Background: an optimization exercise with open tools, aiming at small area. Do not read the settings as production practice.
Only simulation tests tie the RTL to the original design; equivalence was not proved.
Power figures rest on the tool's default switching activity, not on a simulated workload. The flow treats the clock pin as an ideal source, which a real chip does not have.

--- design/flow/flow/run.sh ---
#!/bin/bash
# Layout flow: the standard flow (standard.sh) unchanged, with settings
# passed through the environment to the ORFS scripts:
#  - ports are buffered with the smallest buffer, sky130_fd_sc_hd__buf_1;
#  - clock tree synthesis builds the tree from sky130_fd_sc_hd__buf_12 and buf_8 (buf_12 is as
#    strong as clkbuf_16 at the leaf loads here, with 20% less area), clusters
#    up to 31 sinks within 70 um per leaf buffer and adds no dummy loads.
# The whole output of the flow goes to flow_run.log in this folder; each ORFS
# step also keeps its own log under orfs/logs.
set -o pipefail
export BUFFER_PORTS_ARGS="-buffer_cell sky130_fd_sc_hd__buf_1"
export CTS_ARGS="-sink_clustering_enable -repair_clock_nets -dont_use_dummy_load -buf_list \"sky130_fd_sc_hd__buf_12 sky130_fd_sc_hd__buf_8\" -sink_clustering_size 31 -sink_clustering_max_diameter 70"
bash standard.sh > flow_run.log 2>&1
--- design/flow/standard.sh ---
#!/bin/bash
# synth_recipe.tcl (not shown) runs the flow's synth.tcl, then flattens the netlist and writes it again
# the make line also repeats each setting of config.mk as NAME=value (left out here)
make -C /OpenROAD-flow-scripts/flow DESIGN_CONFIG=/design/flow/config.mk WORK_HOME=/design/flow/orfs CLKGATE_MAP_FILE= SYNTH_SCRIPT=/design/flow/synth_recipe.tcl "${@:-finish}"
--- design/flow/config.mk ---
export PLATFORM = sky130hd
export DESIGN_NAME = UARTinterface
export DESIGN_NICKNAME = UARTinterface
export VERILOG_FILES = /design/flow/design.v
export SDC_FILE = /design/flow/constraint.sdc
export NUM_CORES = 8
export LEC_CHECK = 0
export CAP_MARGIN = 10
export CORE_MARGIN = 2
export CORE_UTILIZATION = 50
export CTS_BUF_LIST = sky130_fd_sc_hd__clkbuf_16
export CTS_CLUSTER_DIAMETER = 70
export CTS_CLUSTER_SIZE = 31
export PLACE_DENSITY = 0.65
export SLEW_MARGIN = 10
--- design/flow/constraint.sdc ---
create_clock -name core_clock -period 10.0 [get_ports {CLK}]
set_input_delay 2.0000 -clock core_clock [delete_from_list [all_inputs] [get_ports {CLK}]]
set_output_delay 2.0000 -clock core_clock [all_outputs]
set_load 0.01 [all_outputs]
--- design/flow/design.v ---
module baudPLL(
		input CLK, RST, SET,
		input [31:0] BAUDRATE,
		output reg BAUD_TICK, BAUD_TICK_X32
	);
	reg [31:0] baudrate_reg, baud_left, oversample_left;
	wire [31:0] baudrate_next = SET ? BAUDRATE : baudrate_reg;
	wire baud_hit = (baud_left == 32'd1);
	wire over_hit = (oversample_left == 32'd1);
	always@(posedge CLK or negedge RST) begin
		if (~RST) begin
			baudrate_reg <= 32'd0;
			baud_left <= 32'd1;
			oversample_left <= 32'd0;
			BAUD_TICK <= 1'b0;
			BAUD_TICK_X32 <= 1'b0;
		end else begin
			baudrate_reg <= baudrate_next;
			baud_left <= (SET | baud_hit) ? baudrate_next : baud_left - 32'd1;
			oversample_left <= (SET | over_hit) ? {5'd0, baudrate_next[31:5]} : oversample_left - 32'd1;
			BAUD_TICK <= ~SET & baud_hit;
			BAUD_TICK_X32 <= ~SET & over_hit;
		end
	end
endmodule
module fifo_buffer #(parameter W = 9) (
		input CLK, RST, RD, WR,
		input  [W-1:0] DIN,
		output [W-1:0] RDATA,
		output NOT_EMPTY, FULL
	);
	reg [8:0] wp, rp;
	always@(posedge CLK or negedge RST) begin
		if (~RST) begin
			wp <= 9'd0;
			rp <= 9'd0;
		end else begin
			if (WR) wp <= wp + 9'd1;
			if (RD) rp <= rp + 9'd1;
		end
	end
	wire same = (wp[7:0] == rp[7:0]);
	assign NOT_EMPTY = ~(same & (wp[8] == rp[8]));
	assign FULL = same & (wp[8] != rp[8]);
	wire [W-1:0] term [0:255];
	wire clr_ok = ~FULL | WR;
	genvar i;
	generate
		for (i = 0; i < 256; i = i + 1) begin : word
			wire ws = (wp[7:0] == i);
			wire we = WR & ws;
			wire wc = clr_ok & ws;
			wire rs = (rp[7:0] == i);
			reg [W-1:0] m;
			always@(posedge CLK)
				m <= (m & {W{~wc}}) | (DIN & {W{we}});
			assign term[i] = m & {W{rs}};
		end
	endgenerate
	reg [W-1:0] rd_or;
	integer k;
	always@(*) begin
		rd_or = {W{1'b0}};
		for (k = 0; k < 256; k = k + 1)
			rd_or = rd_or | term[k];
	end
	assign RDATA = rd_or;
endmodule
module rx_fifo #(parameter W = 9) (
		input CLK, RST, RD, WR,
		input  [W-1:0] DIN,
		output [W-1:0] RDATA,
		output NOT_EMPTY
	);
	reg [W-1:0] ring [0:247];
	reg [W-1:0] ob [0:7];
	reg [W-1:0] pend;
	reg pending;
	reg full;              
	reg [7:0] wpp, xpp;    
	reg [2:0] obw, obr;
	reg [3:0] obc;         
	wire ring_empty = (wpp == xpp) & ~full;
	wire room = ~obc[3] | RD;
	wire ext_do = ~ring_empty & ~|xpp[2:0] & room;
	wire pend_ob = pending & ring_empty & room;
	wire direct = WR & ring_empty & ~pending & room;
	wire ob_we = ext_do | pend_ob | direct;
	wire ins = pending & ~pend_ob & ~full & (wpp == 8'd247);
	wire [W-1:0] ext = ring[{xpp[7:3], 3'b000}];
	wire [W-1:0] ob_din = ~ring_empty ? ext : (pending ? pend : DIN);
	assign RDATA = ob[obr];
	assign NOT_EMPTY = |obc;
	always@(posedge CLK) begin
		ring[0] <= ins ? pend : ring[247];
		if (WR) pend <= DIN;
		if (ob_we) ob[obw] <= ob_din;
	end
	genvar i;
	generate
		for (i = 1; i < 248; i = i + 1) begin : rot
			always@(posedge CLK) ring[i] <= ring[i-1];
		end
	endgenerate
	always@(posedge CLK or negedge RST) begin
		if (~RST) begin
			pending <= 1'b0;
			full <= 1'b0;
			wpp <= 8'd0;
			xpp <= 8'd0;
			obw <= 3'd0;
			obr <= 3'd0;
			obc <= 4'd0;
		end else begin
			pending <= (WR & ~direct) | (pending & ~ins & ~pend_ob);
			full <= (full & ~ext_do) | (ins & ~ext_do & (xpp == 8'd246));
			if (~ins) wpp <= (wpp == 8'd247) ? 8'd0 : wpp + 8'd1;
			if (~ext_do) xpp <= (xpp == 8'd247) ? 8'd0 : xpp + 8'd1;
			if (ob_we) obw <= obw + 3'd1;
			if (RD) obr <= obr + 3'd1;
			obc <= obc + {3'd0, ob_we} - {3'd0, RD};
		end
	end
endmodule
module tx_fifo (
		input CLK, RST, RD, WR,
		input  [7:0] DIN,
		output [7:0] RDATA,
		output NOT_EMPTY, FULL
	);
	reg [7:0] ring [0:248];
	reg [7:0] q [0:7];
	reg [7:0] head;
	reg [2:0] qw, qr;
	reg [3:0] qc;          
	reg [7:0] wpp, rpp;    
	reg [8:0] cnt;         
	wire [7:0] qhead = q[qr];
	wire ring_empty = (cnt == {5'd0, qc});
	wire ring_full = (wpp == rpp) & ~ring_empty;
	wire at_ins = (&wpp[2:0]) | (&wpp[7:3]);
	wire aligned = at_ins & ~ring_full;
	wire xfer = (|qc) & aligned;
	wire deq = xfer | (RD & ring_empty);
	wire at_ext = ~|rpp[2:0];
	wire [7:0] ext = ring[{rpp[7:3], 3'b000}] ^ {8{rpp[3]}};
	assign RDATA = ring_empty ? qhead : (at_ext ? ext : head);
	assign NOT_EMPTY = |cnt;
	assign FULL = cnt[8];
	always@(posedge CLK) begin
		ring[0] <= ~((xfer & (&wpp[7:3])) ? ~qhead : ring[248]);
		if (WR) q[qw] <= DIN;
		if (at_ext) head <= ext;
	end
	genvar i;
	generate
		for (i = 1; i < 249; i = i + 1) begin : rot
			if (i % 8 == 0) begin : ins
				always@(posedge CLK)
					ring[i] <= ~((xfer & (&wpp[2:0]) & (wpp[7:3] == i / 8 - 1)) ? ((i / 8) % 2 ? qhead : ~qhead) : ring[i-1]);
			end else begin : sh
				always@(posedge CLK) ring[i] <= ring[i-1];
			end
		end
	endgenerate
	always@(posedge CLK or negedge RST) begin
		if (~RST) begin
			qw <= 3'd0;
			qr <= 3'd0;
			qc <= 4'd0;
			wpp <= 8'd0;
			rpp <= 8'd0;
			cnt <= 9'd0;
		end else begin
			if (WR) qw <= qw + 3'd1;
			if (deq) qr <= qr + 3'd1;
			qc <= qc + {3'd0, WR} - {3'd0, deq};
			if (~deq) wpp <= (&wpp[7:3]) ? 8'd0 : wpp + 8'd1;
			if (~RD) rpp <= (&rpp[7:3]) ? 8'd0 : rpp + 8'd1;
			cnt <= cnt + {8'd0, WR} - {8'd0, RD};
		end
	end
endmodule
module tx(
		input CLK, BAUD, RST, POP,
		input [7:0] DATA,
		input [1:0] MODE,
		output reg TX,
		output BUSY
	);
	localparam [2:0] tx_idle   = 3'd0,
	                 tx_start  = 3'd1,
	                 tx_send   = 3'd2,
	                 tx_parity = 3'd3,
	                 tx_stop   = 3'd4,
	                 tx_sync   = 3'd5;
	reg [2:0] tx_state;
	reg [7:0] buffer;
	reg [2:0] count;
	assign BUSY = (tx_state != tx_idle);
	always@(posedge CLK)
		if (POP) buffer <= DATA;
	always@(posedge CLK or negedge RST) begin
		if (~RST) begin
			TX <= 1'b1;
			tx_state <= tx_idle;
			count <= 3'b0;
		end else begin
			case (tx_state)
				tx_idle:
					begin
						TX <= 1'b1;
						if (POP) tx_state <= tx_sync;
					end
				tx_sync:
					begin
						TX <= 1'b1;
						if (BAUD) tx_state <= tx_start;
					end
				tx_start:
					begin
						TX <= 1'b0;
						if (BAUD) tx_state <= tx_send;
					end
				tx_send:
					begin
						TX <= buffer[count];
						if (BAUD) begin
							count <= count + 3'd1;
							if (count == 3'd7)
								tx_state <= (MODE == 2'b00) ? tx_stop : tx_parity;
						end
					end
				tx_parity:
					begin
						TX <= (^buffer) ^ (MODE == 2'b01);
						if (BAUD) tx_state <= tx_stop;
					end
				tx_stop:
					begin
						TX <= 1'b1;
						if (BAUD) tx_state <= tx_idle;
					end
				default:
					begin
						TX <= 1'b1;
						tx_state <= tx_idle;
					end
			endcase
		end
	end
endmodule
module rx(
		input CLK, TICK, RST, RX,
		input [1:0] MODE,
		output reg DATA_DONE,
		output reg [7:0] DATA,
		output reg PARITY
	);
	localparam [2:0] rx_idle   = 3'd0,
	                 rx_data   = 3'd1,
	                 rx_parity = 3'd2,
	                 rx_start  = 3'd3,
	                 rx_stop   = 3'd4;
	reg [2:0] rx_state;
	reg [4:0] sample_count;
	reg [2:0] data_buffer_pos;
	wire mid = (sample_count == 5'd16);
	always@(posedge CLK)
		if (TICK & mid & (rx_state == rx_data))
			DATA <= {RX, DATA[7:1]};
	always@(posedge CLK or negedge RST) begin
		if (~RST) begin
			rx_state <= rx_idle;
			sample_count <= 5'b0;
			data_buffer_pos <= 3'b0;
			DATA_DONE <= 1'b0;
			PARITY <= 1'b0;
		end else begin
			DATA_DONE <= 1'b0;
			if (TICK) begin
				sample_count <= sample_count + 5'd1;
				case (rx_state)
					rx_idle:
						if (~RX) begin
							sample_count <= 5'b0;
							data_buffer_pos <= 3'b0;
							rx_state <= rx_start;
						end
					rx_start:
						if (mid) rx_state <= RX ? rx_idle : rx_data;
					rx_data:
						if (mid) begin
							data_buffer_pos <= data_buffer_pos + 3'd1;
							if (data_buffer_pos == 3'd7) begin
								if (MODE == 2'b00) begin
									PARITY <= 1'b0;
									rx_state <= rx_stop;
								end else
									rx_state <= rx_parity;
							end
						end
					rx_parity:
						if (mid) begin
							PARITY <= RX;
							rx_state <= rx_stop;
						end
					rx_stop:
						if (mid) begin
							DATA_DONE <= 1'b1;
							rx_state <= rx_idle;
						end
					default:
						rx_state <= rx_idle;
				endcase
			end
		end
	end
endmodule
module UARTinterface(
		input CLK, RST, WRITE_TO_TX_BUFFER, READ_BUFFER, SET_BR, SET_MODE,
		input [31:0] DATA_IN__CONFIG,
		output [7:0] DATA_OUT,
		output INTERRUPT, BUSY, PARITY,
		input RX,
		output TX
	);
	wire baudclk, baudclkx32;
	baudPLL pll(
		.CLK(CLK),
		.RST(RST),
		.SET(SET_BR),
		.BAUDRATE(DATA_IN__CONFIG),
		.BAUD_TICK(baudclk),
		.BAUD_TICK_X32(baudclkx32)
	);
	reg [1:0] mode;
	always@(posedge CLK or negedge RST) begin
		if (~RST)
			mode <= 2'b0;
		else if (SET_MODE)
			mode <= DATA_IN__CONFIG[1:0];
	end
	wire tx_avail, tx_busy;
	wire [7:0] tx_byte;
	wire tx_pop = tx_avail & ~tx_busy;
	tx_fifo tx_buffer(
		.CLK(CLK),
		.RST(RST),
		.RD(tx_pop),
		.WR(WRITE_TO_TX_BUFFER),
		.DIN(DATA_IN__CONFIG[7:0]),
		.RDATA(tx_byte),
		.NOT_EMPTY(tx_avail),
		.FULL(BUSY)
	);
	tx tx(
		.CLK(CLK),
		.BAUD(baudclk),
		.RST(RST),
		.POP(tx_pop),
		.DATA(tx_byte),
		.MODE(mode),
		.TX(TX),
		.BUSY(tx_busy)
	);
	wire [7:0] rx_byte;
	wire rx_done, rx_parity;
	wire [8:0] rx_word;
	reg  [8:0] current_read;
	rx rx(
		.CLK(CLK),
		.TICK(baudclkx32),
		.RST(RST),
		.RX(RX),
		.MODE(mode),
		.DATA_DONE(rx_done),
		.DATA(rx_byte),
		.PARITY(rx_parity)
	);
	rx_fifo #(.W(9)) rx_buffer(
		.CLK(CLK),
		.RST(RST),
		.RD(READ_BUFFER),
		.WR(rx_done),
		.DIN({rx_parity, rx_byte}),
		.RDATA(rx_word),
		.NOT_EMPTY(INTERRUPT)
	);
	always@(posedge CLK)
		if (READ_BUFFER) current_read <= rx_word;
	assign DATA_OUT = current_read[7:0];
	assign PARITY = current_read[8];
endmodule
==> flow_summary_export.csv <==
group,metric,value,unit
global_routing,use_met2,28.1,%
setup_path,critPathLaunch,"rx_buffer.xpp[6]",
final_layout,fillers,17100,
cts,post_cts_buffers,0,
synthesis,netlist_top_cells_area,"dfxtp_1 (78%), edfxtp_1 (4.7%), dfrtp_1 (4.2%)",
cts,cts_root_buffer,"buf_8",
route,drt_iter0_markers,3722,
place,gp_congestion,0.950,
place,hpwl,132,mm
synthesis,synth_most_common_cell,"dfxtp_1",
timing,slew_headroom,15.2,%
global_routing,grt_pass1_vias,44500,
worst_hold_path,min_path_type,"flop to flop",
worst_hold_path,worstHoldEndpoint,"rx_buffer.ring[76][4]",
die,die_height,469,um
setup_path,cp.arrival,5140,ps
synthesis,ys_types,82,
route,ant_nets,0,
power,p_leak,45.1,nW
setup_path,cp_cell_sequence,"xnor2_1, nand3_1, or4_1, a211oi_1, nand2b_1, nor3b_1",
job,cap_violations,0,
final_layout,drive_above_1_share,6.41,%
timing,tns,0,ps
global_routing,use_met3,2.91,%
synthesis,syn-num-nets,6572,
die,core_area,215000,sq um
timing,tightest_slew,1240,ps
synthesis,dominantRegCellSynth,"dfxtp_1",
final_layout,syn2layout_area_growth,6.77,%
worst_hold_path,hp-start,"rx_buffer.ring[75][4]",
route,vias,45600,
power,powerDensity,256,nW/um^2
setup_path,ff2ff_path_depth,6,
synthesis,synth_top_area_share,78.3,%
synthesis,async_flop_share,3.99,%
timing,slew_viol_final,0,
synthesis,ys_warn_count,8,
timing,setup_viol,0,
synthesis,yosys-top-cells-count,"dfxtp_1 (4232), mux2i_1 (328), dfrtp_1 (181), edfxtp_1 (170), nor2_1 (150)",
setup_path,crit_type,"flop to flop",
worst_hold_path,hold_depth,0,
final_layout,num-nets-final,6730,
synthesis,ys_ff_latch,4585,
power,finalPower,0.0295,W
setup_path,cp-end-kind,"flop",
global_routing,top_usage_layer,"met2",
die,die_area,220000,sq um
cts,clock_sinks,4585,
global_routing,grt_overflow_total,0,
final_layout,largest_register,"rx_buffer.ring",
synthesis,avgSynthCellArea,16.7,sq um
setup_path,startpoint_type,"flop",
setup_path,slowest_delay,1060,ps
cts,clock_latency,950,ps
place,dp_worst_setup_slack,4500,ps
place,place_inst,9302,
global_routing,antenna_found_initial,12,
run_status,status,"complete, no violations",
final_layout,layoutNonFillerInstCount,9484,
global_routing,grt_use_total,17.8,%
power,ir_worst_vdd,0.199,mV
setup_path,slowest_stage,"a211oi_1",
cts,ctsResizeCount,0,
setup_path,cp_data_required_time,10490,ps
die,io_pins,51,
route,finalWirelength,200,mm
setup_path,rrSetupSlack,5350,ps
setup_path,r2r_start,"rx_buffer.xpp[6]",
timing,hold_viol,0,
synthesis,syn_inst,6486,
setup_path,cp_max_fo,22,
route,drc,0,
final_layout,top_regs,"rx_buffer.ring (2232), tx_buffer.ring (1992), rx_buffer.ob (72)",
cts,clock_path_buffers,3,
synthesis,synth_edf_count,170,
global_routing,grt_max_degree,161,
timing,fin_crit_sh,46.5,%
cts,hold_buffers,0,
global_routing,grt_pass1_wl,291,mm
final_layout,design_area,116000,sq um
synthesis,synth_top_area_cell,"dfxtp_1",
route,drt_pre_antenna_iters,6,
cts,numCtsBuffers,177,
timing,worst_slack,5350,ps
synthesis,seq_area_frac_synth,87.2,%
timing,finalCriticalPeriod,4650,ps
die,rows,170,
cts,cts.clk_slew.worst_paths,100,ps
place,portBuffers,50,
route,routed_via_density,4.80,
global_routing,use_met1,25.1,%
timing,skew,142,ps
die,initial_utilization,50.4,%
setup_path,timing.rr.end,"rx_buffer.ob[4][4]",
timing,grt_setup_unrepaired,"false",
cts,cts_max_level,4,
final_layout,largest_reg_flops,2232,
route,wire_per_inst,21.1,um
die,die_w,469,um
timing,fmax,215,MHz
place,place_area,112000,sq um
synthesis,syn_area,108000,sq um
cts,cts_tree,"built",
worst max-delay path: cells and delay by family, from the launching register on:
family          cells  cell delay [ps]
xor+xnor            1              280
flops               1              550
compound gates      1             1060
simple gates        4             2310
layout by cell type, fill, tap and decap left out, types with 24 or more instances in the layout:
master | netlist | layout
mux2i_1 | 328 | 320
nor3_1 | 53 | 49
dfxtp_1 | 4232 | 4232
xnor2_1 | 69 | 69
mux2_2 | 59 | 59
buf_12 | 0 | 161
nand2_1 | 125 | 125
edfxtp_1 | 170 | 170
mux4_2 | 37 | 37
buf_1 | 17 | 48
nand3_1 | 105 | 105
a22o_1 | 40 | 40
xor2_1 | 45 | 45
a22oi_1 | 78 | 78
and3_1 | 30 | 30
a21oi_1 | 75 | 75
ha_1 | 44 | 44
inv_1 | 80 | 80
nor2_2 | 17 | 30
nor2_1 | 150 | 137
nor2b_1 | 27 | 26
dfrtp_1 | 181 | 176
a221oi_1 | 37 | 37
o21ai_0 | 54 | 54
buf_4 | 1 | 65
nand4_1 | 24 | 24
stage by stage:
stage / utilization (%) / hold slack (ps)
2_1_floorplan: - / 310
3_3_place_gp: 52.2 / 310
3_5_place_dp: 52.2 / 312
4_1_cts: 53.8 / 210
5_1_grt: 53.8 / 228
6_report: 53.8 / 223
logic make-up after synthesis:
| logic type | count (synthesis) | share of synthesized area [%] |
|---|---|---|
| compound gates | 423 | 2.80 |
| xor+xnor | 114 | 0.923 |
| fa+ha+maj | 47 | 0.564 |
| buf+inv | 218 | 0.804 |
| flops | 4585 | 87.2 |
| mux | 424 | 4.42 |
| simple gates | 675 | 3.26 |
routing by layer:
layer / share of wire, % / wire length (um)
met1: 47 / 93700
met2: 45 / 89400
met3: 4.6 / 9160
met4: 3.7 / 7410
met5: 0 / 0
layout make-up:
class,instances,area [sq um],area share (%)
Sequential cell,4585,94400,81.7
Multi-Input combinational cell,1683,13100,11.3
Tap cell,2838,3550,3.07
Clock buffer,177,3460,2.99
Timing Repair Buffer,117,706,0.611
Inverter,80,300,0.260
Antenna cell,4,10.0,0.00866
worst max path at each step:
stage	to	slack, ps	cells past startpoint
2_1_floorplan	rx_buffer.ob[3][0]	6080	4
3_3_place_gp	rx_buffer.ob[5][2]	4680	5
3_5_place_dp	rx_buffer.ob[2][2]	4500	5
4_1_cts	rx_buffer.ob[5][2]	5420	6
5_1_grt	rx_buffer.ob[4][4]	5090	6
6_report	rx_buffer.ob[4][4]	5350	6
power breakdown:
group          switching (W)  total, W  internal (W)  leakage, nW
logic                0.00154   0.00227      0.000727         5.33
registers           0.000475    0.0196        0.0191         38.1
clock network        0.00503   0.00769       0.00266         1.63
total                0.00704    0.0295        0.0225         45.1

afterwards: timing with drivers on the ports:
No port has a modelled driver above. Below, the same layout with a new extraction and two added sets of constraints. Step 1, drivers: a clkbuf_16 drives CLK and a buf_2 each remaining input, both assumed. Step 2 adds t to the input delays and takes it off the output delays; t is the mean of the earliest and latest rising clock arrival at the registers after step 1. Input paths then give back, and output paths get back, about the clock's delay inside the block. a / b / c = ideal / step 1 / step 2; a / b = the first two.
t, ns: 0.952
setup WS [ns]: 5.346 / 5.346 / 4.477
worst hold slack (ns): 0.223 / 0.223 / 0.223
latest minus earliest clock arrival (ns): 0.204 / 0.204
After both steps this run still meets setup and hold. For this run, drivers alone change the setup slack by 0.000 ns; drivers and shift together by -0.869 ns.
